Context: an optimization exercise on an open-source flow, tuned for small area. The choices shown serve that exercise and are no tape-out recipe.
Only simulation tests tie the RTL to the original design; equivalence was not proved.
No activity file was given, so power comes from the tool's default toggle rates.

==> design/flow/design.v <==
module alu_top
(
	input wire clk
	,input wire [31:0] input1In
	,input wire [31:0] input2In
	,input wire [3:0] opType
	,output reg [31:0] resultOut
);
	reg [31:0] a_q;
	reg [31:0] b_q;
	reg [3:0] op_q;
	wire [31:0] alu_y;
	always @(posedge clk)
	begin
		a_q<=input1In;
		b_q<=input2In;
		op_q<=opType;
		resultOut<=alu_y;
	end
	aluRv32i aluRv32iInst
	(
		.input1In (a_q)
		,.input2In (b_q)
		,.opType   (op_q)
		,.resultOut(alu_y)
	);
endmodule

module aluRv32i
#(
	parameter INT32W=32
	,parameter OPW=4
)
(
	input wire [INT32W-1:0] 	input1In
	,input wire [INT32W-1:0] 	input2In
	,input wire [OPW-1:0]		opType
	,output reg [INT32W-1:0]	resultOut
);
	wire [31:0] a = input1In;
	wire [31:0] b = input2In;
	wire [3:0]  op = opType;
	wire grpAL = ~op[3] & ~op[2];                     
	wire grpSH = ~op[3] & op[2] & ~(op[1] & op[0]);   
	wire isSLT = ~op[3] & op[2] & op[1] & op[0];      
	wire isSLU = op[3] & ~op[2] & ~op[1] & ~op[0];    
	wire [31:0] p = a ^ b;
	wire [31:0] g = a & b;
	wire [31:0] lc, lp, c;
	assign lc[0] = 1'b0;
	assign lp[0] = 1'b1;
	assign lc[1] = g[0] | (p[0] & lc[0]);
	assign lp[1] = p[0] & lp[0];
	assign lc[2] = g[1] | (p[1] & lc[1]);
	assign lp[2] = p[1] & lp[1];
	assign lc[3] = g[2] | (p[2] & lc[2]);
	assign lp[3] = p[2] & lp[2];
	assign lc[4] = g[3] | (p[3] & lc[3]);
	assign lp[4] = p[3] & lp[3];
	assign lc[5] = g[4] | (p[4] & lc[4]);
	assign lp[5] = p[4] & lp[4];
	assign lc[6] = g[5] | (p[5] & lc[5]);
	assign lp[6] = p[5] & lp[5];
	assign lc[7] = g[6] | (p[6] & lc[6]);
	assign lp[7] = p[6] & lp[6];
	assign lc[8] = g[7] | (p[7] & lc[7]);
	assign lp[8] = p[7] & lp[7];
	assign lc[9] = g[8] | (p[8] & lc[8]);
	assign lp[9] = p[8] & lp[8];
	assign c[0] = lc[0];
	assign c[1] = lc[1];
	assign c[2] = lc[2];
	assign c[3] = lc[3];
	assign c[4] = lc[4];
	assign c[5] = lc[5];
	assign c[6] = lc[6];
	assign c[7] = lc[7];
	assign c[8] = lc[8];
	assign c[9] = lc[9];
	assign lc[10] = 1'b0;
	assign lp[10] = 1'b1;
	assign lc[11] = g[10] | (p[10] & lc[10]);
	assign lp[11] = p[10] & lp[10];
	assign lc[12] = g[11] | (p[11] & lc[11]);
	assign lp[12] = p[11] & lp[11];
	assign lc[13] = g[12] | (p[12] & lc[12]);
	assign lp[13] = p[12] & lp[12];
	assign lc[14] = g[13] | (p[13] & lc[13]);
	assign lp[14] = p[13] & lp[13];
	wire cb1 = g[9] | (p[9] & c[9]);
	assign c[10] = lc[10] | (lp[10] & cb1);
	assign c[11] = lc[11] | (lp[11] & cb1);
	assign c[12] = lc[12] | (lp[12] & cb1);
	assign c[13] = lc[13] | (lp[13] & cb1);
	assign c[14] = lc[14] | (lp[14] & cb1);
	assign lc[15] = 1'b0;
	assign lp[15] = 1'b1;
	assign lc[16] = g[15] | (p[15] & lc[15]);
	assign lp[16] = p[15] & lp[15];
	assign lc[17] = g[16] | (p[16] & lc[16]);
	assign lp[17] = p[16] & lp[16];
	assign lc[18] = g[17] | (p[17] & lc[17]);
	assign lp[18] = p[17] & lp[17];
	assign lc[19] = g[18] | (p[18] & lc[18]);
	assign lp[19] = p[18] & lp[18];
	wire cb2 = g[14] | (p[14] & c[14]);
	assign c[15] = lc[15] | (lp[15] & cb2);
	assign c[16] = lc[16] | (lp[16] & cb2);
	assign c[17] = lc[17] | (lp[17] & cb2);
	assign c[18] = lc[18] | (lp[18] & cb2);
	assign c[19] = lc[19] | (lp[19] & cb2);
	assign lc[20] = 1'b0;
	assign lp[20] = 1'b1;
	assign lc[21] = g[20] | (p[20] & lc[20]);
	assign lp[21] = p[20] & lp[20];
	assign lc[22] = g[21] | (p[21] & lc[21]);
	assign lp[22] = p[21] & lp[21];
	assign lc[23] = g[22] | (p[22] & lc[22]);
	assign lp[23] = p[22] & lp[22];
	assign lc[24] = g[23] | (p[23] & lc[23]);
	assign lp[24] = p[23] & lp[23];
	assign lc[25] = g[24] | (p[24] & lc[24]);
	assign lp[25] = p[24] & lp[24];
	wire cb3 = g[19] | (p[19] & c[19]);
	assign c[20] = lc[20] | (lp[20] & cb3);
	assign c[21] = lc[21] | (lp[21] & cb3);
	assign c[22] = lc[22] | (lp[22] & cb3);
	assign c[23] = lc[23] | (lp[23] & cb3);
	assign c[24] = lc[24] | (lp[24] & cb3);
	assign c[25] = lc[25] | (lp[25] & cb3);
	assign lc[26] = 1'b0;
	assign lp[26] = 1'b1;
	assign lc[27] = g[26] | (p[26] & lc[26]);
	assign lp[27] = p[26] & lp[26];
	assign lc[28] = g[27] | (p[27] & lc[27]);
	assign lp[28] = p[27] & lp[27];
	assign lc[29] = g[28] | (p[28] & lc[28]);
	assign lp[29] = p[28] & lp[28];
	assign lc[30] = g[29] | (p[29] & lc[29]);
	assign lp[30] = p[29] & lp[29];
	assign lc[31] = g[30] | (p[30] & lc[30]);
	assign lp[31] = p[30] & lp[30];
	wire cb4 = g[25] | (p[25] & c[25]);
	assign c[26] = lc[26] | (lp[26] & cb4);
	assign c[27] = lc[27] | (lp[27] & cb4);
	assign c[28] = lc[28] | (lp[28] & cb4);
	assign c[29] = lc[29] | (lp[29] & cb4);
	assign c[30] = lc[30] | (lp[30] & cb4);
	assign c[31] = lc[31] | (lp[31] & cb4);
	wire enC = grpAL & ~op[1] & ~op[0];           
	wire enG = grpAL & (op[1] ^ op[0]);           
	wire enX = ~grpAL | (~op[1] & op[0]);         
	wire [31:0] al = p ^ ((c & {32{enC}}) | (g & {32{enG}}) | (p & {32{enX}}));
	wire left  = ~op[1] & ~op[0];                 
	wire arith = op[1] & ~op[0];                  
	wire [31:0] arev, s5rev;
	genvar i;
	generate
		for (i = 0; i < 32; i = i + 1) begin : ra
			assign arev[i] = a[31-i];
		end
	endgenerate
	wire [31:0] s0 = (left ? arev : a) & {32{grpSH}};
	wire fill = grpSH & arith & a[31];
	wire big = arith & (|b[31:5]);
	wire [4:0] sa = b[4:0] | {5{big}};
	wire [31:0] s1 = sa[0] ? {fill, s0[31:1]} : s0;
	wire [31:0] s2 = sa[1] ? {{2{fill}}, s1[31:2]} : s1;
	wire [31:0] s3 = sa[2] ? {{4{fill}}, s2[31:4]} : s2;
	wire [31:0] s4 = sa[3] ? {{8{fill}}, s3[31:8]} : s3;
	wire [31:0] s5 = sa[4] ? {{16{fill}}, s4[31:16]} : s4;
	generate
		for (i = 0; i < 32; i = i + 1) begin : rs
			assign s5rev[i] = s5[31-i];
		end
	endgenerate
	wire [31:0] sh = left ? s5rev : s5;
	wire sgn = ~op[3];
	wire [31:0] dv = {sgn ? a[31] : b[31], b[30:0]};
	wire [15:0] d2, v2;
	wire [7:0] d3, v3;
	wire [3:0] d4, v4;
	wire [1:0] d5, v5;
	generate
		for (i = 0; i < 16; i = i + 1) begin : t2
			assign d2[i] = p[2*i+1] | p[2*i];
			assign v2[i] = p[2*i+1] ? dv[2*i+1] : dv[2*i];
		end
		for (i = 0; i < 8; i = i + 1) begin : t3
			assign d3[i] = d2[2*i+1] | d2[2*i];
			assign v3[i] = d2[2*i+1] ? v2[2*i+1] : v2[2*i];
		end
		for (i = 0; i < 4; i = i + 1) begin : t4
			assign d4[i] = d3[2*i+1] | d3[2*i];
			assign v4[i] = d3[2*i+1] ? v3[2*i+1] : v3[2*i];
		end
		for (i = 0; i < 2; i = i + 1) begin : t5
			assign d5[i] = d4[2*i+1] | d4[2*i];
			assign v5[i] = d4[2*i+1] ? v4[2*i+1] : v4[2*i];
		end
	endgenerate
	wire lt = (d5[1] ? v5[1] : (d5[0] & v5[0])) & (isSLT | isSLU);
	always @(*)
	begin
		resultOut = al | sh;
		resultOut[0] = al[0] | sh[0] | lt;
	end
endmodule
==> design/flow/flow/run.sh <==
#!/bin/bash
# The standard layout with three changes to how it is made:
#  - synthesis maps the logic with ABC's area-oriented mapper (flow/area.abc)
#    in place of ORFS's area script; everything else in synthesis is the standard flow's
#  - the port buffers are the smallest buffer
#  - the clock tree uses small buffers and no dummy loads
set -euo pipefail
here=$(pwd)
# synthesis script: the standard flow's, with the ABC script swapped
{
  echo 'proc synth {args} { yosys synth -nofsm -noshare {*}$args }'
  echo "proc abc {args} {"
  echo "  set i [lsearch -exact \$args -script]"
  echo "  if {\$i >= 0} { set args [lreplace \$args [expr {\$i+1}] [expr {\$i+1}] $here/flow/area.abc] }"
  echo "  yosys abc {*}\$args"
  echo "}"
  tail -n +2 synth_recipe.tcl
} > own_synth.tcl
sed "s#SYNTH_SCRIPT=[^ ]*#SYNTH_SCRIPT=$here/own_synth.tcl#" standard.sh > own_standard.sh
grep -q "SYNTH_SCRIPT=$here/own_synth.tcl" own_standard.sh
export BUFFER_PORTS_ARGS="-buffer_cell sky130_fd_sc_hd__buf_1"
export CTS_ARGS="-sink_clustering_enable -sink_clustering_size 10 -repair_clock_nets -dont_use_dummy_load -buf_list {sky130_fd_sc_hd__clkbuf_4 sky130_fd_sc_hd__clkbuf_8}"
bash own_standard.sh > standard.log 2>&1
==> design/flow/flow/area.abc <==
strash
dc2
&get -n
&st
&syn2
&dch
&put
amap
topo
==> design/flow/standard.sh <==
#!/bin/bash
# synth_recipe.tcl (not shown) runs the flow's synth.tcl, then flattens the netlist and writes it again
# the make line also repeats each setting of config.mk as NAME=value (left out here)
make -C /OpenROAD-flow-scripts/flow DESIGN_CONFIG=/design/flow/config.mk WORK_HOME=/design/flow/orfs CLKGATE_MAP_FILE= SYNTH_SCRIPT=/design/flow/synth_recipe.tcl "${@:-finish}"
==> design/flow/config.mk <==
export PLATFORM = sky130hd
export DESIGN_NAME = alu_top
export DESIGN_NICKNAME = alu_top
export VERILOG_FILES = /design/flow/design.v
export SDC_FILE = /design/flow/constraint.sdc
export NUM_CORES = 4
export LEC_CHECK = 0
export ABC_AREA = 1
export CAP_MARGIN = 20
export CORE_MARGIN = 2
export CORE_UTILIZATION = 55
export SLEW_MARGIN = 20
==> design/flow/constraint.sdc <==
create_clock -name core_clock -period 5.0 [get_ports {clk}]
set_input_delay 1.0000 -clock core_clock [delete_from_list [all_inputs] [get_ports {clk}]]
set_output_delay 1.0000 -clock core_clock [all_outputs]
set_load 0.01 [all_outputs]
==> results.sh, run 1 <==
export IMPL_syn_to_final_growth_pct=24.2
export IMPL_grt_start_max_net_pins=35
export IMPL_required_ns=5.28
export IMPL_p_clk_frac=0.215
export IMPL_place_congestion=1.00
export IMPL_switching_share=0.346
export IMPL_final_common_cell="nor2_1"
export IMPL_min_delay_start="input2In[22]"
export IMPL_crit_path_max_fanout=2
export IMPL_drc_errors=0
export IMPL_worst_clock_skew_ns=0.0216
export IMPL_initial_core_util=0.560
export IMPL_portBuffers=100
export IMPL_switchingPower_mw=0.671
export IMPL_holdCritPathClass="input port to flop"
export IMPL_regArea_um2=2010
export IMPL_utilization=0.696
export IMPL_hold_path_end="b_q[22]$_DFF_P_"
export IMPL_reg2reg_slack_ns=-1.87
export IMPL_combPwrFrac=0.320
export IMPL_r2r_cells=57
export IMPL_synth_area_um2=5710
export IMPL_multi_input_area_um2=3570
export IMPL_cts_made_buffers=9
export IMPL_grt_antenna_before_repair=0
export IMPL_totalWireLength_mm=20.7
export IMPL_hold_viol=0
export IMPL_rsz0062_at_grt="yes"
export IMPL_critPathLaunch="b_q[1]$_DFF_P_"
export IMPL_worstSetupPathType="flop to flop"
export IMPL_met1Wirelength_mm=8.46
export IMPL_n_antenna_cell=0
export IMPL_grt_pass1_wl_mm=30.7
export IMPL_max_freq_ghz=0.146
export IMPL_cpMaxStageDelayCell="dfxtp_2"
export IMPL_synth_area_per_cell_um2=7.54
export IMPL_path_clk_slew_ns=0.09
export IMPL_p_leak_nw=2.59
export IMPL_relSlewSlack=0.287
export IMPL_cp_common_cell="nor2_1"
export IMPL_power_density_nw_per_um2=274
export IMPL_final_cell_mix="nor2_1 (128), o22ai_1 (115), buf_1 (100)"
export IMPL_setup_ws_ns=-1.87
export IMPL_synthCells=757
export IMPL_violatedChecks="setup timing"
export IMPL_floorplan_die_area_um2=11200
export IMPL_ys_seq_area_frac=0.351
export IMPL_dr_wl_met3_mm=2.13
export IMPL_fin_crit_sh=1.37
export IMPL_drv_slew=0
export IMPL_track_usage=0.348
export IMPL_highest_layer="met4"
export IMPL_endpoint_kind="flop"
export IMPL_status="failed layout checks"
export IMPL_startpoint_type="flop"
export IMPL_fp_row_count=37
export IMPL_syn_nets=862
export IMPL_grt_overflow=0
export IMPL_clock_latency_ns=0.39
export IMPL_vdd_drop_max_mv=0.282
export IMPL_cts_sinks=100
export IMPL_setup_tns_ns=-12.78
export IMPL_rr_startpoint="b_q[1]$_DFF_P_"
export IMPL_first_global_vias=6221
export IMPL_io_pins=101
export IMPL_core_um2=10200
export IMPL_drive_gt1_frac=0.124
export IMPL_first_pass_iters=8
export IMPL_setup_viol=11
export IMPL_wire_per_inst_um=19.3
export IMPL_nNetsFinal=1047
export IMPL_post_route_min_period_ns=6.87
export IMPL_fp_dieH_um=106
export IMPL_cpPeakStageDelay_ns=0.35
export IMPL_dr_first_iter_drc_count=885
export IMPL_synth_seq_cells=100
export IMPL_ant_nets=0
export IMPL_holdPathStages=1
export IMPL_cts_buffer_depth=2
export IMPL_yosysUniqueCellTypes=33
export IMPL_tritoncts="yes"
export IMPL_pwr_share_seq=0.466
export IMPL_vias=7027
export IMPL_cts_root_buf="clkbuf_8"
export IMPL_n_fill_cell=849
export IMPL_maxCapViolCount=0
export IMPL_worst_slew_pin_slew_ns=1.07
export IMPL_die_x_um=106
export IMPL_ys_warn_count=2
export IMPL_intPower_mw=1.27
export IMPL_arrival_ns=7.15
export IMPL_r2r_end="resultOut[31]$_DFF_P_"
export IMPL_htreeDepth=3
export IMPL_vias_per_cell=6.53
export IMPL_place_hpwl_mm=14.7
export IMPL_route_met2_wl_mm=9.32
-- synth_stat cells --
cell type / count / area share
and3_1: 1 / 0.0011
a32o_1: 1 / 0.0018
o32ai_1: 5 / 0.0077
or4_1: 1 / 0.0013
clkinv_1: 77 / 0.051
a21oi_1: 24 / 0.021
o21ai_0: 91 / 0.080
nand3_1: 6 / 0.0053
a22oi_1: 17 / 0.022
a222oi_1: 1 / 0.0018
o22a_1: 5 / 0.0077
nor2_1: 139 / 0.091
o221ai_1: 33 / 0.051
o311ai_0: 1 / 0.0015
a221o_1: 2 / 0.0035
a31oi_1: 1 / 0.0011
o32a_1: 3 / 0.0053
a211oi_1: 6 / 0.0079
ha_1: 36 / 0.079
a22o_1: 3 / 0.0046
nand4_1: 3 / 0.0033
nor4_1: 8 / 0.0088
dfxtp_1: 100 / 0.35
o22ai_1: 115 / 0.13
o21bai_1: 1 / 0.0013
nand2_1: 41 / 0.027
or2_0: 3 / 0.0033
a31o_1: 1 / 0.0015
nor2b_1: 1 / 0.0011
a221oi_1: 5 / 0.0077
nor3_1: 23 / 0.020
or3_1: 2 / 0.0022
o21a_1: 1 / 0.0013
-- per-stage QoR --
step	cell area, µm²	setup WS [ns]	hold WS, ns	std cells	power (mW)
2_1_floorplan	5740	-0.244	0.635	757	1.26
3_3_place_gp	6660	-1.36	0.693	1043	1.45
3_5_place_dp	6660	-1.65	0.719	1043	1.46
4_1_cts	6890	-1.42	0.682	1063	1.88
5_1_grt	7090	-2.40	0.670	1076	2.02
6_report	7090	-1.87	0.688	1076	1.94
-- kinds of logic after synthesis --
logic type / share of synthesized area
AO/OA/AOI/OAI: 0.355
adder cells (fa/ha/maj): 0.0789
buffers and inverters: 0.0507
flip-flops: 0.351
AND/OR/NAND/NOR: 0.165
-- power groups by stage --
stage	combinational [mW]	sequential [mW]	clock [mW]
floorplan	0.324	0.935	0
global placement	0.531	0.917	0
detailed placement	0.541	0.920	0
CTS	0.561	0.902	0.418
global route	0.665	0.909	0.443
finish	0.620	0.903	0.416
-- sequential cells by signal, indices dropped and copies added, names as in the netlist --
name,count
b_q,32
resultOut,32
a_q,32
op_q,4
-- cell type report --
| class | instances | share of cell area |
|---|---|---|
| sequential | 100 | 0.283 |
| multi-input combinational | 580 | 0.503 |
| tap | 136 | 0.0240 |
| timing repair buffer | 174 | 0.131 |
| inverter | 77 | 0.0410 |
| clock buffer | 9 | 0.0175 |
-- worst max path at each step --
stage,cells after the start,slack [ns],to
floorplan,57,-0.24,resultOut[31]$_DFF_P_
global placement,57,-1.36,resultOut[31]$_DFF_P_
detailed placement,57,-1.65,resultOut[31]$_DFF_P_
CTS,58,-1.42,resultOut[30]$_DFF_P_
global route,57,-2.40,resultOut[31]$_DFF_P_
finish,57,-1.87,resultOut[31]$_DFF_P_
-- what timing repair did --
| action | 4_1_cts | 5_1_grt |
|---|---|---|
| resized for setup | 8 | 29 |
| pin swaps | 9 | 14 |
| hold endpoints to repair | 0 | 0 |
| setup buffers | 11 | 13 |
| endpoints found under the setup margin | 11 | 14 |
| hold buffers | 0 | 0 |
-- routing by layer --
metal | GRT usage | up-vias
li1 | - | 3267
met1 | 0.468 | 3165
met2 | 0.552 | 520
met3 | 0.0594 | 75
met4 | 0.148 | 0
met5 | 0 | -
-- worst max-delay path, delay by kind of cell, from the launching register on --
family                   cells  cell delay, ns
AO/OA/AOI/OAI                6            1.22
flip-flops                   1            0.35
adder cells (fa/ha/maj)      1            0.26
AND/OR/NAND/NOR             50            4.94
==> run 2, diff against run 1 <==
==> design/flow/flow/area.abc (replaced) <==
strash
dch
amap
topo
==> run 2 against run 1 <==
Against the previous run: now clean on timing, DRC and antenna; final area shrank 5.7%; routed wire length grew 2.4%; register-to-register slack gained 2.3 ns; setup slack gained 2.3 ns; total power shrank 6.5%; core utilization shrank 4.3 points; worst hold slack gained 0.0018 ns; clock skew grew 0.0043 ns; largest cell class unchanged; global-route usage grew 2.4 points; sequential power is essentially flat; critical path depth shrank 25.
==> results.sh, run 2 <==
export IMPL_status="finished clean"
export IMPL_portBuffers=100
export IMPL_startpoint_type="flop"
export IMPL_synth_seq_cells=100
export IMPL_post_route_min_period_ns=4.57
export IMPL_max_freq_ghz=0.219
export IMPL_reg2reg_slack_ns=0.43
export IMPL_rr_startpoint="a_q[1]$_DFF_P_"
export IMPL_worstSetupPathType="flop to flop"
export IMPL_cpPeakStageDelay_ns=0.41
export IMPL_cp_depth=32
export IMPL_arrival_ns=4.88
export IMPL_crit_buf_inv=1
export IMPL_ys_async_sr_fraction=0
export IMPL_fin_crit_sh=0.913
export IMPL_path_clk_slew_ns=0.10
export IMPL_dpl_cell_area_um2=6500
export IMPL_synth_area_leaders="dfxtp_1 (35%), o22a_1 (9.1%), ha_1 (7.8%), o221ai_1 (7.0%), nor2_1 (5.5%)"
export IMPL_maxCapViolCount=0
export IMPL_synth_area_per_cell_um2=8.44
export IMPL_io_pins=101
export IMPL_synthTopCellsByCount="dfxtp_1 (100), nor2_1 (85), o22a_1 (60)"
export IMPL_fp_dieH_um=106
export IMPL_hold_viol=0
export IMPL_crit_family="simple AND/OR/NAND/NOR gates"
export IMPL_final_common_cell="buf_1"
export IMPL_r2r_end="resultOut[28]$_DFF_P_"
export IMPL_vias=6670
export IMPL_relSlewSlack=0.278
export IMPL_cts_root_buf="clkbuf_8"
export IMPL_utilization=0.653
export IMPL_drive_gt1_frac=0.0600
export IMPL_grt_overflow=0
export IMPL_htreeDepth=3
export IMPL_drv_slew=0
export IMPL_fp_row_count=37
export IMPL_track_usage=0.372
export IMPL_power_density_nw_per_um2=271
export IMPL_n_fill_cell=871
export IMPL_largestRegisters="a_q: 32 flops, b_q: 32 flops, resultOut: 32 flops"
export IMPL_setup_tns_ns=0
export IMPL_vdd_drop_max_mv=0.244
export IMPL_p_leak_nw=2.22
export IMPL_drc_errors=0
export IMPL_floorplan_die_area_um2=11300
export IMPL_endpoint_kind="flop"
export IMPL_ys_flop_type="dfxtp_1"
export IMPL_cts_buffer_depth=2
export IMPL_critPathLaunch="a_q[1]$_DFF_P_"
export IMPL_yosysTopAreaCell="dfxtp_1"
export IMPL_placedCellCount=943
export IMPL_core_um2=10200
export IMPL_syn_nets=788
export IMPL_yosysMostFrequentCell="dfxtp_1"
export IMPL_synth_top_cell_area_share=0.347
export IMPL_required_ns=5.31
export IMPL_cts_sinks=100
export IMPL_final_cell_mix="buf_1 (100), dfxtp_1 (99), nor2_1 (79)"
export IMPL_place_congestion=0.958
export IMPL_cp_common_cell="nor2_1"
export IMPL_vias_per_cell=7.00
export IMPL_grt_start_max_net_pins=65
export IMPL_die_x_um=106
export IMPL_clock_latency_ns=0.39
export IMPL_ys_warn_count=2
export IMPL_cpMaxStageDelayCell="dfxtp_1"
export IMPL_final_area_um2=6680
export IMPL_r2r_cells=32
export IMPL_synthCells=683
export IMPL_hold_buffers=0
export IMPL_yosysUniqueCellTypes=35
export IMPL_grt_antenna_before_repair=0
export IMPL_cts_made_buffers=9
export IMPL_nNetsFinal=924
export IMPL_n_antenna_cell=0
export IMPL_place_hpwl_mm=15.6
export IMPL_initial_core_util=0.564
export IMPL_wire_per_inst_um=22.3
export IMPL_synth_area_um2=5770
export IMPL_syn_to_final_growth_pct=15.9
export IMPL_ant_nets=0
export IMPL_dr_first_iter_drc_count=659
export IMPL_crit_path_max_fanout=5
export IMPL_holdCritPathClass="input port to flop"
export IMPL_final_cell_count_no_fill=953
export IMPL_setup_viol=0
export IMPL_totalWireLength_mm=21.2
export IMPL_grt_pass1_wl_mm=32.4
export IMPL_tritoncts="yes"
export IMPL_crit_end="resultOut[28]$_DFF_P_"
export IMPL_synth_edf_count=0
export IMPL_ys_seq_area_frac=0.347
export IMPL_first_global_vias=6123
export IMPL_worst_clock_skew_ns=0.0259
export IMPL_first_pass_iters=6
export IMPL_worst_slew_pin_slew_ns=1.08
export IMPL_fin_total_pwr_mw=1.81
-- run 2: metrics by stage --
stage	worst slack [ns]	hold WS, ns
floorplan	0.0495	0.624
finish	0.433	0.689
detailed placement	0.184	0.693
global route	-0.0273	0.670
global placement	0.373	0.673
CTS	0.179	0.678
-- run 2: worst register-to-register path: cells and delay by family, from the launching register on --
kind,cells,cell delay (ns)
AOI/OAI and AO/OA,8,1.44
adders and majority gates,1,0.25
buffers and inverters,1,0.15
DFF,1,0.41
and+or+nand+nor,22,2.28
-- run 2: metal layers --
metal / routed length (µm) / GRT usage
met1: 8400 / 0.499
met2: 9560 / 0.586
met3: 2520 / 0.0907
met4: 741 / 0.128
met5: 0 / 0
-- run 2: worst min-delay path by stage --
stage	startpoint	endpoint	slack, ns	depth (start not counted)
after floorplan	b_q[18]$_DFF_P_	resultOut[18]$_DFF_P_	0.62	2
after global placement	b_q[29]$_DFF_P_	resultOut[29]$_DFF_P_	0.67	2
after detailed placement	b_q[29]$_DFF_P_	resultOut[29]$_DFF_P_	0.69	2
after CTS	input1In[21]	a_q[21]$_DFF_P_	0.68	1
after global routing	input1In[24]	a_q[24]$_DFF_P_	0.67	1
final	input2In[20]	b_q[20]$_DFF_P_	0.69	1
-- run 2: power breakdown --
part / leakage (nW) / internal (mW) / switching [mW]
logic: 1.32 / 0.178 / 0.318
registers: 0.840 / 0.860 / 0.0412
clock network: 0.0647 / 0.162 / 0.255
-- run 2: layout make-up --
cell class,count,area [µm²],area share
Tap cell,136,170,0.0255
Timing Repair Buffer,125,563,0.0842
Inverter,42,158,0.0236
Clock buffer,9,124,0.0185
Multi-Input combinational cell,541,3670,0.548
Sequential cell,100,2000,0.300
-- run 2: kinds of logic (layout without fill, tap and decap cells) --
group / Yosys count / count (layout) / synth area share
adders and majority gates: 36 / 36 / 0.0781
DFF: 100 / 100 / 0.347
and+or+nand+nor: 148 / 148 / 0.111
buffers and inverters: 42 / 176 / 0.0273
AOI/OAI and AO/OA: 357 / 357 / 0.436
-- run 2: repair_timing --
action / 4_1_cts / 5_1_grt
resized for setup: 0 / 11
buffers inserted: 0 / 1
setup endpoints to repair: 0 / 7
==> run 3, diff against run 2 <==
--- a/design/flow/design.v
+++ b/design/flow/design.v
@@ -160,7 +160,7 @@
 			assign arev[i] = a[31-i];
 		end
 	endgenerate
-	wire [31:0] s0 = (left ? arev : a) & {32{grpSH}};
+	wire [31:0] s0 = left ? arev : a;
 	wire fill = grpSH & arith & a[31];
 	wire big = arith & (|b[31:5]);
 	wire [4:0] sa = b[4:0] | {5{big}};
@@ -174,7 +174,7 @@
 			assign s5rev[i] = s5[31-i];
 		end
 	endgenerate
-	wire [31:0] sh = left ? s5rev : s5;
+	wire [31:0] sh = (s5rev & {32{grpSH & left}}) | (s5 & {32{grpSH & ~left}});
 	wire sgn = ~op[3];
 	wire [31:0] dv = {sgn ? a[31] : b[31], b[30:0]};
 	wire [15:0] d2, v2;
==> run 3 against run 2 <==
Against the previous run: non-clock buffer count rose by 2; sequential cell count did not move; critical path depth fell by 2; via count fell by 3.6%; core utilization fell by 0.43 points; setup slack got worse by 0.094 ns; critical endpoint unchanged; largest cell class unchanged.
==> results.sh, run 3 <==
export IMPL_synth_area_um2=5720
export IMPL_cp_common_cell="nor2_1"
export IMPL_setup_tns_ns=0
export IMPL_highest_layer="met4"
export IMPL_cts_resized=0
export IMPL_dpl_cell_area_um2=6480
export IMPL_die_x_um=106
export IMPL_ys_async_sr_fraction=0
export IMPL_vias=6433
export IMPL_intPower_mw=1.24
export IMPL_pwr_share_seq=0.475
export IMPL_p_clk_frac=0.215
export IMPL_yosysUniqueCellTypes=36
export IMPL_setup_viol=0
export IMPL_path_clk_slew_ns=0.09
export IMPL_synthTopCellsByCount="dfxtp_1 (100), o22a_1 (83), o21ai_0 (75)"
export IMPL_cts_made_buffers=9
export IMPL_power_density_nw_per_um2=284
export IMPL_hold_buffers=0
export IMPL_first_global_vias=5877
export IMPL_cts_sinks=100
export IMPL_yosysTopAreaCell="dfxtp_1"
export IMPL_worst_slew_pin_slew_ns=1.05
export IMPL_syn_nets=776
export IMPL_clock_latency_ns=0.38
export IMPL_largestRegisters="a_q: 32 flops, b_q: 32 flops, resultOut: 32 flops"
export IMPL_crit_family="simple AND/OR/NAND/NOR gates"
export IMPL_htreeDepth=3
export IMPL_synth_area_leaders="dfxtp_1 (35%), o22a_1 (13%), ha_1 (7.9%), o21ai_0 (6.6%), o22ai_1 (5.5%)"
export IMPL_yosysMostFrequentCell="dfxtp_1"
export IMPL_arrival_ns=4.97
export IMPL_max_freq_ghz=0.215
export IMPL_ant_nets=0
export IMPL_wire_per_inst_um=21.2
export IMPL_drv_slew=0
export IMPL_holdCritPathClass="input port to flop"
export IMPL_synth_edf_count=0
export IMPL_synth_top_cell_area_share=0.350
export IMPL_endpoint_kind="flop"
export IMPL_switchingPower_mw=0.646
export IMPL_relSlewSlack=0.302
export IMPL_track_usage=0.357
export IMPL_crit_buf_inv=1
export IMPL_combPwrFrac=0.310
export IMPL_fp_dieH_um=106
export IMPL_vdd_drop_max_mv=0.253
export IMPL_tritoncts="yes"
export IMPL_place_hpwl_mm=15.2
export IMPL_final_cell_mix="dfxtp_1 (100), buf_1 (100), o22a_1 (83)"
export IMPL_dr_wl_met3_mm=2.18
export IMPL_switching_share=0.343
export IMPL_reg2reg_slack_ns=0.34
export IMPL_io_pins=101
export IMPL_portBuffers=100
export IMPL_first_pass_iters=5
export IMPL_fin_crit_sh=0.932
export IMPL_dr_first_iter_drc_count=552
export IMPL_met1Wirelength_mm=8.40
export IMPL_fp_row_count=37
export IMPL_vias_per_cell=6.82
export IMPL_worstSetupPathType="flop to flop"
export IMPL_syn_to_final_growth_pct=16.1
export IMPL_grt_pass1_wl_mm=30.9
export IMPL_core_um2=10200
export IMPL_synth_seq_cells=100
export IMPL_synthCells=671
export IMPL_n_fill_cell=934
export IMPL_route_met2_wl_mm=8.79
export IMPL_cts_setup_buffers=0
export IMPL_startpoint_type="flop"
export IMPL_floorplan_die_area_um2=11200
export IMPL_cts_buffer_depth=2
export IMPL_grt_start_max_net_pins=35
export IMPL_crit_path_max_fanout=6
export IMPL_p_leak_nw=2.30
export IMPL_status="finished clean"
export IMPL_ys_seq_area_frac=0.350
export IMPL_grt_overflow=0
export IMPL_drive_gt1_frac=0.0595
export IMPL_maxCapViolCount=0
export IMPL_final_area_um2=6640
export IMPL_initial_core_util=0.559
export IMPL_required_ns=5.31
export IMPL_totalWireLength_mm=20.0
export IMPL_ys_warn_count=2
export IMPL_worst_clock_skew_ns=0.0288
export IMPL_nNetsFinal=914
export IMPL_cpPeakStageDelay_ns=0.37
export IMPL_cpMaxStageDelayCell="ha_1"
export IMPL_synth_area_per_cell_um2=8.53
export IMPL_drc_errors=0
export IMPL_place_congestion=1.00
export IMPL_ys_flop_type="dfxtp_1"
export IMPL_hold_viol=0
export IMPL_post_route_min_period_ns=4.66
export IMPL_cts_root_buf="clkbuf_8"
export IMPL_n_antenna_cell=0
export IMPL_grt_antenna_before_repair=0
-- run 3: worst register-to-register path, delay by kind of cell, from the launching register on --
kind | cells | cell delay [ns]
AOI/OAI and AO/OA | 10 | 1.76
DFF | 1 | 0.34
adders and majority gates | 1 | 0.37
buffers and inverters | 1 | 0.15
and+or+nand+nor | 18 | 2.04
-- run 3: logic make-up (layout without fill, tap and decap cells) --
logic type      count (synthesis)  count (layout)  synth area share
simple gates                  127             127            0.0986
compound gates                364             364             0.444
fa+ha+maj                      36              36            0.0787
buf+inv                        44             180            0.0289
flops                         100             100             0.350
-- run 3: metal layers --
metal,track usage,vias to the layer above
li1,-,3021
met1,0.482,2981
met2,0.550,375
met3,0.102,56
met4,0.115,0
met5,0,-
-- run 3: power by group through the flow --
stage,logic [mW],clock network [mW],registers [mW]
2_1_floorplan,0.362,0,0.916
3_3_place_gp,0.556,0,0.911
3_5_place_dp,0.560,0,0.913
4_1_cts,0.563,0.415,0.895
5_1_grt,0.634,0.437,0.902
6_report,0.584,0.405,0.897
-- run 3: path summary, 6_finish.rpt --
path                                       from  cells after the start                     to
worst min register to register  b_q[25]$_DFF_P_                      2  resultOut[25]$_DFF_P_
worst max register to register   a_q[1]$_DFF_P_                     30  resultOut[28]$_DFF_P_
worst min-delay path                input1In[6]                      1         a_q[6]$_DFF_P_
worst max-delay path             a_q[1]$_DFF_P_                     30  resultOut[28]$_DFF_P_
-- run 3: final cells by class --
type / instances / area [µm²] / share of cell area
Tap cell: 136 / 170 / 0.0256
Sequential cell: 100 / 2000 / 0.301
Inverter: 44 / 165 / 0.0249
Timing Repair Buffer: 127 / 578 / 0.0871
Multi-Input combinational cell: 527 / 3600 / 0.542
Clock buffer: 9 / 124 / 0.0187
-- run 3: through the flow --
| stage | power, mW | cells | util | worst slack, ns | hold WS [ns] |
|---|---|---|---|---|---|
| CTS | 1.87 | 943 | 0.645 | 0.0645 | 0.682 |
| finish | 1.89 | 943 | 0.649 | 0.339 | 0.699 |
| global route | 1.97 | 943 | 0.649 | -0.0508 | 0.685 |
| floorplan | 1.28 | 671 | - | 0.0645 | 0.630 |
| detailed placement | 1.47 | 934 | 0.633 | 0.0712 | 0.704 |
| global placement | 1.47 | 934 | 0.633 | 0.262 | 0.685 |
==> run 4, diff against run 3 <==
--- a/design/flow/flow/run.sh
+++ b/design/flow/flow/run.sh
@@ -19,5 +19,5 @@
 sed "s#SYNTH_SCRIPT=[^ ]*#SYNTH_SCRIPT=$here/own_synth.tcl#" standard.sh > own_standard.sh
 grep -q "SYNTH_SCRIPT=$here/own_synth.tcl" own_standard.sh
 export BUFFER_PORTS_ARGS="-buffer_cell sky130_fd_sc_hd__buf_1"
-export CTS_ARGS="-sink_clustering_enable -sink_clustering_size 10 -repair_clock_nets -dont_use_dummy_load -buf_list {sky130_fd_sc_hd__clkbuf_4 sky130_fd_sc_hd__clkbuf_8}"
+export CTS_ARGS="-sink_clustering_enable -sink_clustering_size 20 -repair_clock_nets -dont_use_dummy_load -buf_list sky130_fd_sc_hd__clkbuf_8"
 bash own_standard.sh > standard.log 2>&1
==> design/flow/flow/area.abc (replaced) <==
strash
dch -f
amap -F 4 -A 8
topo
stime -c
buffer -c
upsize -c -D 3600
dnsize -c -D 3600
--- a/design/flow/config.mk
+++ b/design/flow/config.mk
@@ -8,5 +8,5 @@
 export ABC_AREA = 1
 export CAP_MARGIN = 20
 export CORE_MARGIN = 2
-export CORE_UTILIZATION = 55
+export CORE_UTILIZATION = 70
 export SLEW_MARGIN = 20
==> run 4 against run 3 <==
Against the previous run: setup slack worse by 0.029 ns; sequential power grew 1%; highest routed layer unchanged; sequential share of layout area is 1.1 points higher; final cell count is 3.4% lower; synthesized cell count grew 8.9%; final area decreased by 3.4%; largest power group unchanged; core utilization increased by 14 points; still clean on timing, DRC and antenna; routed wire length is 5.9% higher; largest cell class unchanged; total power rose by 1.8%.
==> results.sh, run 4 <==
export IMPL_min_delay_start="input2In[11]"
export IMPL_p_leak_nw=2.45
export IMPL_cts_root_buf="clkbuf_8"
export IMPL_worstSetupPathType="flop to flop"
export IMPL_io_pins=101
export IMPL_first_pass_iters=9
export IMPL_max_freq_ghz=0.213
export IMPL_crit_path_max_fanout=6
export IMPL_synthTopCellsByCount="dfxtp_1 (100), o22ai_1 (89), o21ai_0 (68)"
export IMPL_portBuffers=100
export IMPL_totalWireLength_mm=21.2
export IMPL_nNetsFinal=913
export IMPL_cts_buffer_depth=2
export IMPL_ant_nets=0
export IMPL_track_usage=0.468
export IMPL_place_congestion=1.11
export IMPL_synth_top_cell_area_share=0.342
export IMPL_holdWs_ns=0.703
export IMPL_ys_seq_area_frac=0.342
export IMPL_drive_gt1_frac=0.0323
export IMPL_fin_total_pwr_mw=1.92
export IMPL_drv_slew=0
export IMPL_drc_errors=0
export IMPL_final_cell_mix="dfxtp_1 (100), buf_1 (100), o22ai_1 (88)"
export IMPL_relSlewSlack=0.397
export IMPL_holdCritPathClass="input port to flop"
export IMPL_ys_flop_type="dfxtp_1"
export IMPL_grt_overflow=0
export IMPL_ys_warn_count=2
export IMPL_clock_latency_ns=0.38
export IMPL_utilization=0.784
export IMPL_yosysUniqueCellTypes=40
export IMPL_tritoncts="yes"
export IMPL_cts_made_buffers=9
export IMPL_synth_edf_count=0
export IMPL_htreeDepth=3
export IMPL_grt_pass1_wl_mm=31.9
export IMPL_synth_area_per_cell_um2=8.00
export IMPL_setup_viol=0
export IMPL_die_x_um=95.4
export IMPL_synth_seq_cells=100
export IMPL_fin_crit_sh=0.938
export IMPL_syn_to_final_growth_pct=9.67
export IMPL_grt_antenna_before_repair=0
export IMPL_r2r_cells=25
export IMPL_setup_tns_ns=0
export IMPL_reg2reg_slack_ns=0.31
export IMPL_status="finished clean"
export IMPL_post_route_min_period_ns=4.69
export IMPL_vdd_drop_max_mv=0.275
export IMPL_vias=6897
export IMPL_path_clk_slew_ns=0.10
export IMPL_hold_viol=0
export IMPL_cts_sinks=100
export IMPL_syn_nets=836
export IMPL_critPathLaunch="a_q[1]$_DFF_P_"
export IMPL_synthCells=731
export IMPL_core_um2=8180
export IMPL_fp_dieH_um=95.4
export IMPL_hold_buffers=0
export IMPL_arrival_ns=4.91
export IMPL_fp_row_count=33
export IMPL_floorplan_die_area_um2=9100
export IMPL_worst_clock_skew_ns=0.0301
export IMPL_yosysMostFrequentCell="dfxtp_1"
export IMPL_crit_end="resultOut[31]$_DFF_P_"
export IMPL_wire_per_inst_um=23.2
export IMPL_r2r_end="resultOut[31]$_DFF_P_"
export IMPL_ys_async_sr_fraction=0
export IMPL_place_hpwl_mm=15.4
export IMPL_startpoint_type="flop"
export IMPL_synth_area_um2=5850
export IMPL_largestRegisters="a_q: 32 flops, b_q: 32 flops, resultOut: 32 flops"
export IMPL_required_ns=5.22
export IMPL_initial_core_util=0.715
export IMPL_power_density_nw_per_um2=299
export IMPL_vias_per_cell=7.57
export IMPL_worst_slew_pin_slew_ns=0.903
export IMPL_first_global_vias=6141
export IMPL_synth_area_leaders="dfxtp_1 (34%), o22ai_1 (9.5%), o22a_1 (8.4%), ha_1 (7.7%), o21ai_0 (5.8%)"
export IMPL_maxCapViolCount=0
export IMPL_yosysTopAreaCell="dfxtp_1"
export IMPL_dr_first_iter_drc_count=1409
export IMPL_grt_start_max_net_pins=40
export IMPL_rr_startpoint="a_q[1]$_DFF_P_"
export IMPL_n_antenna_cell=0
export IMPL_endpoint_kind="flop"
-- run 4: how the worst min path moves through the flow --
stage | end | depth (start not counted)
final | b_q[11]$_DFF_P_ | 1
after global placement | resultOut[10]$_DFF_P_ | 2
after floorplan | resultOut[12]$_DFF_P_ | 2
after CTS | b_q[11]$_DFF_P_ | 1
after detailed placement | resultOut[22]$_DFF_P_ | 2
after global routing | b_q[9]$_DFF_P_ | 1
-- run 4: critical path, cell delays in order, from the launching register on --
cell and delay, ns:
dfxtp_1 0.34, ha_1 0.36, a21oi_1 0.21, o21ai_0 0.13, a21oi_1 0.22, nor2_1 0.07
nor2_1 0.12, nor2_1 0.05, nor2_1 0.12, nor2_1 0.06, nor2_1 0.13, o21ai_0 0.12
a21o_1 0.20, a21oi_1 0.19, inv_1 0.06, a31oi_1 0.22, o21bai_1 0.12, a31oi_1 0.17
nor2_1 0.08, a22o_2 0.31, a41oi_2 0.26, o22ai_2 0.15, a31oi_1 0.26, o21ai_0 0.14
o21ai_0 0.23, o221ai_1 0.22
-- run 4: final cells by class --
| class | instances | area, µm² |
|---|---|---|
| multi-input combinational | 527 | 3470 |
| tap | 105 | 131 |
| fill | 585 | 1760 |
| sequential | 100 | 2000 |
| clock buffer | 9 | 124 |
| inverter | 58 | 218 |
| timing repair buffer | 112 | 465 |
-- run 4: cell families after synthesis --
kind of cell	synth area share
AO/OA/AOI/OAI	0.421
AND/OR/NAND/NOR	0.0927
buffers and inverters	0.0668
flip-flops	0.342
adder cells (fa/ha/maj)	0.0770
-- run 4: layer usage --
metal	part of all wire	global-route usage	vias to the layer above	routed length, µm
li1	-	-	3010	-
met1	0.35	0.566	3007	7330
met2	0.41	0.700	699	8750
met3	0.16	0.164	181	3340
met4	0.082	0.313	0	1740
met5	0	0	-	0
-- run 4: stage by stage --
stage | setup WS (ns) | std cells | cell area, µm²
final | 0.310 | 911 | 6410
after global routing | -0.0820 | 911 | 6410
after CTS | 0.483 | 910 | 6390
after detailed placement | 0.541 | 901 | 6270
after global placement | 0.666 | 901 | 6270
after floorplan | 1.05 | 731 | 5850
-- run 4: repair_timing --
| action | 4_1_cts | 5_1_grt |
|---|---|---|
| setup endpoints to repair | 0 | 4 |
| buffers inserted | 0 | 1 |
| gates resized for setup | 0 | 3 |
-- run 4: power breakdown --
group	total (mW)	internal (mW)	switching [mW]
sequential	0.907	0.857	0.0501
combinational	0.589	0.211	0.378
clock	0.424	0.162	0.262
==> run 5, diff against run 4 <==
==> design/flow/flow/run.sh (replaced) <==
#!/bin/bash
# The standard layout (standard.sh) with these changes to how it is made:
#  - synthesis: the standard flow's own script, except that Yosys's extract_fa is skipped
#    (the adder logic stays plain gates for ABC) and ABC runs flow/area.abc:
#    area-oriented mapping (amap), then ABC's own buffering and sizing
#  - the port buffers are the smallest buffer (buf_1)
#  - the clock tree uses clkbuf_8 only and no dummy loads
# Each tool's output goes to the ORFS logs under orfs/logs; make's own output
# goes to standard.log.
set -euo pipefail
here=$(pwd)
{
  echo 'proc synth {args} { yosys synth -nofsm -noshare {*}$args }'
  echo 'proc extract_fa {args} { puts "extract_fa skipped by flow/run.sh" }'
  echo "proc abc {args} {"
  echo "  set i [lsearch -exact \$args -script]"
  echo "  if {\$i >= 0} { set args [lreplace \$args [expr {\$i+1}] [expr {\$i+1}] $here/flow/area.abc] }"
  echo "  yosys abc {*}\$args"
  echo "}"
  tail -n +2 synth_recipe.tcl
} > own_synth.tcl
sed "s#SYNTH_SCRIPT=[^ ]*#SYNTH_SCRIPT=$here/own_synth.tcl#" standard.sh > own_standard.sh
grep -q "SYNTH_SCRIPT=$here/own_synth.tcl" own_standard.sh
export BUFFER_PORTS_ARGS="-buffer_cell sky130_fd_sc_hd__buf_1"
export CTS_ARGS="-sink_clustering_enable -sink_clustering_size 20 -repair_clock_nets -dont_use_dummy_load -buf_list sky130_fd_sc_hd__clkbuf_8"
bash own_standard.sh > standard.log 2>&1
==> run 5 against run 4 <==
Against the previous run: critical path type unchanged; still clean; critical endpoint unchanged; largest power group unchanged; routed wire length fell by 7.4%; register-to-register slack improved by 0.10 ns; final area fell by 2.7%; sequential power barely moved; critical path depth fell by 2; largest cell class unchanged; synthesized cell count rose by 4.8%.
==> results.sh, run 5 <==
export IMPL_ys_async_sr_fraction=0
export IMPL_crit_family="compound AO/OA/AOI/OAI gates"
export IMPL_worst_clock_skew_ns=0.0306
export IMPL_grt_start_max_net_pins=36
export IMPL_synthTopCellsByCount="o21ai_0 (105), o22ai_1 (105), dfxtp_1 (100)"
export IMPL_io_pins=101
export IMPL_ys_flop_type="dfxtp_1"
export IMPL_wire_per_inst_um=20.8
export IMPL_crit_path_max_fanout=6
export IMPL_fp_row_count=32
export IMPL_worstSetupPathType="flop to flop"
export IMPL_hold_viol=0
export IMPL_floorplan_die_area_um2=8890
export IMPL_holdPathStages=1
export IMPL_cts_buffer_depth=2
export IMPL_post_route_min_period_ns=4.59
export IMPL_dr_first_iter_drc_count=1394
export IMPL_highest_layer="met5"
export IMPL_first_pass_iters=16
export IMPL_cp_common_cell="o21ai_0"
export IMPL_dr_wl_met3_mm=3.35
export IMPL_cts_setup_buffers=0
export IMPL_grt_pass1_wl_mm=29.9
export IMPL_maxCapViolCount=0
export IMPL_die_x_um=94.3
export IMPL_n_antenna_cell=0
export IMPL_ant_nets=0
export IMPL_initial_core_util=0.731
export IMPL_required_ns=5.28
export IMPL_crit_chain="inv_1 > o22ai_2 > a21o_1 > a21o_1 > a21oi_1 > o21ai_1 > a22oi_1 > o21ai_0 > nand2_1 > nand2_1 > a21oi_1 > o21ai_0 > a31oi_1 > o21ai_0 > a31oi_1 > o21ai_0 > a31oi_1 > o21a_1 > nor2_1 > inv_1 > o32a_1 > a21oi_1 > o21ai_0"
export IMPL_grt_overflow=0
export IMPL_endpoint_kind="flop"
export IMPL_synth_area_um2=5700
export IMPL_final_cell_mix="o21ai_0 (105), o22ai_1 (105), dfxtp_1 (100), buf_1 (100), nor2_1 (65)"
export IMPL_vias_per_cell=7.46
export IMPL_met1Wirelength_mm=6.93
export IMPL_synth_edf_count=0
export IMPL_path_clk_slew_ns=0.10
export IMPL_grt_antenna_before_repair=0
export IMPL_status="finished clean"
export IMPL_fin_total_pwr_mw=1.85
export IMPL_relSlewSlack=0.208
export IMPL_core_um2=7810
export IMPL_arrival_ns=4.86
export IMPL_intPower_mw=1.21
export IMPL_drc_errors=0
export IMPL_track_usage=0.436
export IMPL_tritoncts="yes"
export IMPL_power_density_nw_per_um2=296
export IMPL_combPwrFrac=0.289
export IMPL_cpPeakStageDelay_ns=0.39
export IMPL_r2r_end="resultOut[31]$_DFF_P_"
export IMPL_cts_made_buffers=9
export IMPL_largestRegisters="a_q: 32 flops, b_q: 32 flops, resultOut: 32 flops"
export IMPL_syn_to_final_growth_pct=9.41
export IMPL_nNetsFinal=911
export IMPL_cts_sinks=100
export IMPL_reg2reg_slack_ns=0.41
export IMPL_synth_area_leaders="dfxtp_1 (35%), o22ai_1 (12%), o21ai_0 (9.2%), o22a_1 (8.8%), a21oi_1 (4.5%)"
export IMPL_setup_viol=0
export IMPL_totalWireLength_mm=19.6
export IMPL_place_hpwl_mm=14.3
export IMPL_syn_nets=835
export IMPL_holdCritPathClass="input port to flop"
export IMPL_worst_slew_pin_slew_ns=1.18
export IMPL_synthCells=766
export IMPL_switchingPower_mw=0.643
export IMPL_switching_share=0.348
export IMPL_ys_warn_count=2
export IMPL_place_congestion=1.16
export IMPL_startpoint_type="flop"
export IMPL_rsz0062_at_grt="no"
export IMPL_pwr_share_seq=0.489
export IMPL_cpMaxStageDelayCell="dfxtp_1"
export IMPL_vias=7025
export IMPL_htreeDepth=3
export IMPL_vdd_drop_max_mv=0.235
export IMPL_crit_buf_inv=2
export IMPL_cts_resized=0
export IMPL_yosysUniqueCellTypes=37
export IMPL_max_freq_ghz=0.218
export IMPL_r2r_cells=23
export IMPL_yosysTopAreaCell="dfxtp_1"
export IMPL_synth_top_cell_area_share=0.351
export IMPL_ys_seq_area_frac=0.351
export IMPL_route_met2_wl_mm=8.19
export IMPL_fp_dieH_um=94.3
export IMPL_clock_latency_ns=0.38
export IMPL_drv_slew=0
export IMPL_synth_seq_cells=100
export IMPL_p_clk_frac=0.222
export IMPL_hold_path_end="b_q[30]$_DFF_P_"
export IMPL_first_global_vias=6042
export IMPL_hold_buffers=0
export IMPL_drive_gt1_frac=0.0298
export IMPL_min_delay_start="input2In[30]"
export IMPL_cts_root_buf="clkbuf_8"
export IMPL_synth_area_per_cell_um2=7.45
export IMPL_p_leak_nw=2.29
export IMPL_portBuffers=100
export IMPL_fin_crit_sh=0.917
export IMPL_rr_startpoint="a_q[1]$_DFF_P_"
export IMPL_setup_tns_ns=0
export IMPL_cp_depth=23
==> run 5: layer usage <==
layer | vias up | track usage
li1 | 3111 | -
met1 | 3065 | 0.563
met2 | 705 | 0.655
met3 | 142 | 0.140
met4 | 2 | 0.217
met5 | - | 0
==> run 5: area by class of cell <==
class                           instances  area [µm²]
Tap cell                              102         128
Multi-Input combinational cell        560        3310
Timing Repair Buffer                  109         443
Sequential cell                       100        2000
Fill cell                             590        1570
Inverter                               62         233
Clock buffer                            9         124
==> run 5: through the flow <==
stage | std cells | utilization | setup slack (ns) | cell area, µm² | hold WS (ns)
2_1_floorplan | 766 | - | 1.32 | 5700 | 0.616
3_3_place_gp | 933 | 0.783 | 0.767 | 6120 | 0.656
3_5_place_dp | 933 | 0.783 | 0.582 | 6120 | 0.726
4_1_cts | 942 | 0.799 | 0.585 | 6240 | 0.708
5_1_grt | 942 | 0.799 | 0.0516 | 6240 | 0.687
6_report | 942 | 0.799 | 0.414 | 6240 | 0.701
==> run 5: kinds of logic (layout without fill, tap and decap cells) <==
group	Yosys count	count (layout)	share of synthesized area
flip-flops	100	100	0.351
buffers and inverters	106	180	0.0698
AND/OR/NAND/NOR	150	150	0.108
AO/OA/AOI/OAI	410	410	0.472
==> run 5: power groups by stage <==
stage / registers (mW) / logic, mW / clock network (mW)
2_1_floorplan: 0.918 / 0.352 / 0
6_report: 0.904 / 0.535 / 0.411
4_1_cts: 0.900 / 0.507 / 0.406
3_3_place_gp: 0.915 / 0.487 / 0
3_5_place_dp: 0.918 / 0.502 / 0
5_1_grt: 0.908 / 0.570 / 0.439
==> run 5: worst register-to-register path, cell delays in order (launching register included) <==
cell     delay [ns]
dfxtp_1        0.39
inv_1          0.11
o22ai_2        0.26
a21o_1         0.18
a21o_1         0.13
a21oi_1        0.11
o21ai_1        0.21
a22oi_1        0.13
o21ai_0        0.26
nand2_1        0.10
nand2_1        0.09
a21oi_1        0.07
o21ai_0        0.28
a31oi_1        0.14
o21ai_0        0.26
a31oi_1        0.16
o21ai_0        0.35
a31oi_1        0.16
o21a_1         0.23
nor2_1         0.17
inv_1          0.13
o32a_1         0.32
a21oi_1        0.14
o21ai_0        0.09
==> run 5: how the worst max path moves through the flow <==
stage	from	to	slack (ns)
after floorplan	a_q[1]$_DFF_P_	resultOut[31]$_DFF_P_	1.32
after global placement	a_q[1]$_DFF_P_	resultOut[31]$_DFF_P_	0.77
after detailed placement	a_q[1]$_DFF_P_	resultOut[31]$_DFF_P_	0.58
after CTS	a_q[1]$_DFF_P_	resultOut[31]$_DFF_P_	0.59
after global routing	a_q[1]$_DFF_P_	resultOut[31]$_DFF_P_	0.05
final	a_q[1]$_DFF_P_	resultOut[31]$_DFF_P_	0.41

port drivers added, routing unchanged:
How much do the figures lean on ideal ports? The routed layouts below were timed once more, with nothing changed but the port constraints.
Step 1 (the two cells are an assumption about what drives the block):
set clk [get_ports {clk}]
set_driving_cell -lib_cell sky130_fd_sc_hd__clkbuf_16 $clk
set_driving_cell -lib_cell sky130_fd_sc_hd__buf_2 [delete_from_list [all_inputs] $clk]
Step 2 adds t to the input delays and takes it off the output delays; t is the mean of the earliest and latest rising clock arrival at the registers after step 1. Input paths then give back, and output paths get back, about the clock's delay inside the block.
Three values: no drivers, after step 1, after step 2; two values: the first two.
| run | shift t [ns] | setup slack, ns | latest minus earliest clock arrival (ns) | slew at the worst register clock pin (ns) | cell pins on the clock port's net |
|---|---|---|---|---|---|
| run 1 | 0.417 | -1.870 / -1.870 / -1.870 | 0.022 / 0.023 | 0.09 / 0.09 | 1 |
| run 2 | 0.415 | 0.433 / 0.433 / 0.433 | 0.026 / 0.026 | 0.10 / 0.10 | 1 |
| run 3 | 0.403 | 0.339 / 0.339 / 0.339 | 0.029 / 0.029 | 0.09 / 0.09 | 1 |
| run 4 | 0.397 | 0.310 / 0.310 / 0.310 | 0.030 / 0.030 | 0.10 / 0.10 | 1 |
| run 5 | 0.401 | 0.414 / 0.414 / 0.414 | 0.031 / 0.030 | 0.10 / 0.10 | 1 |
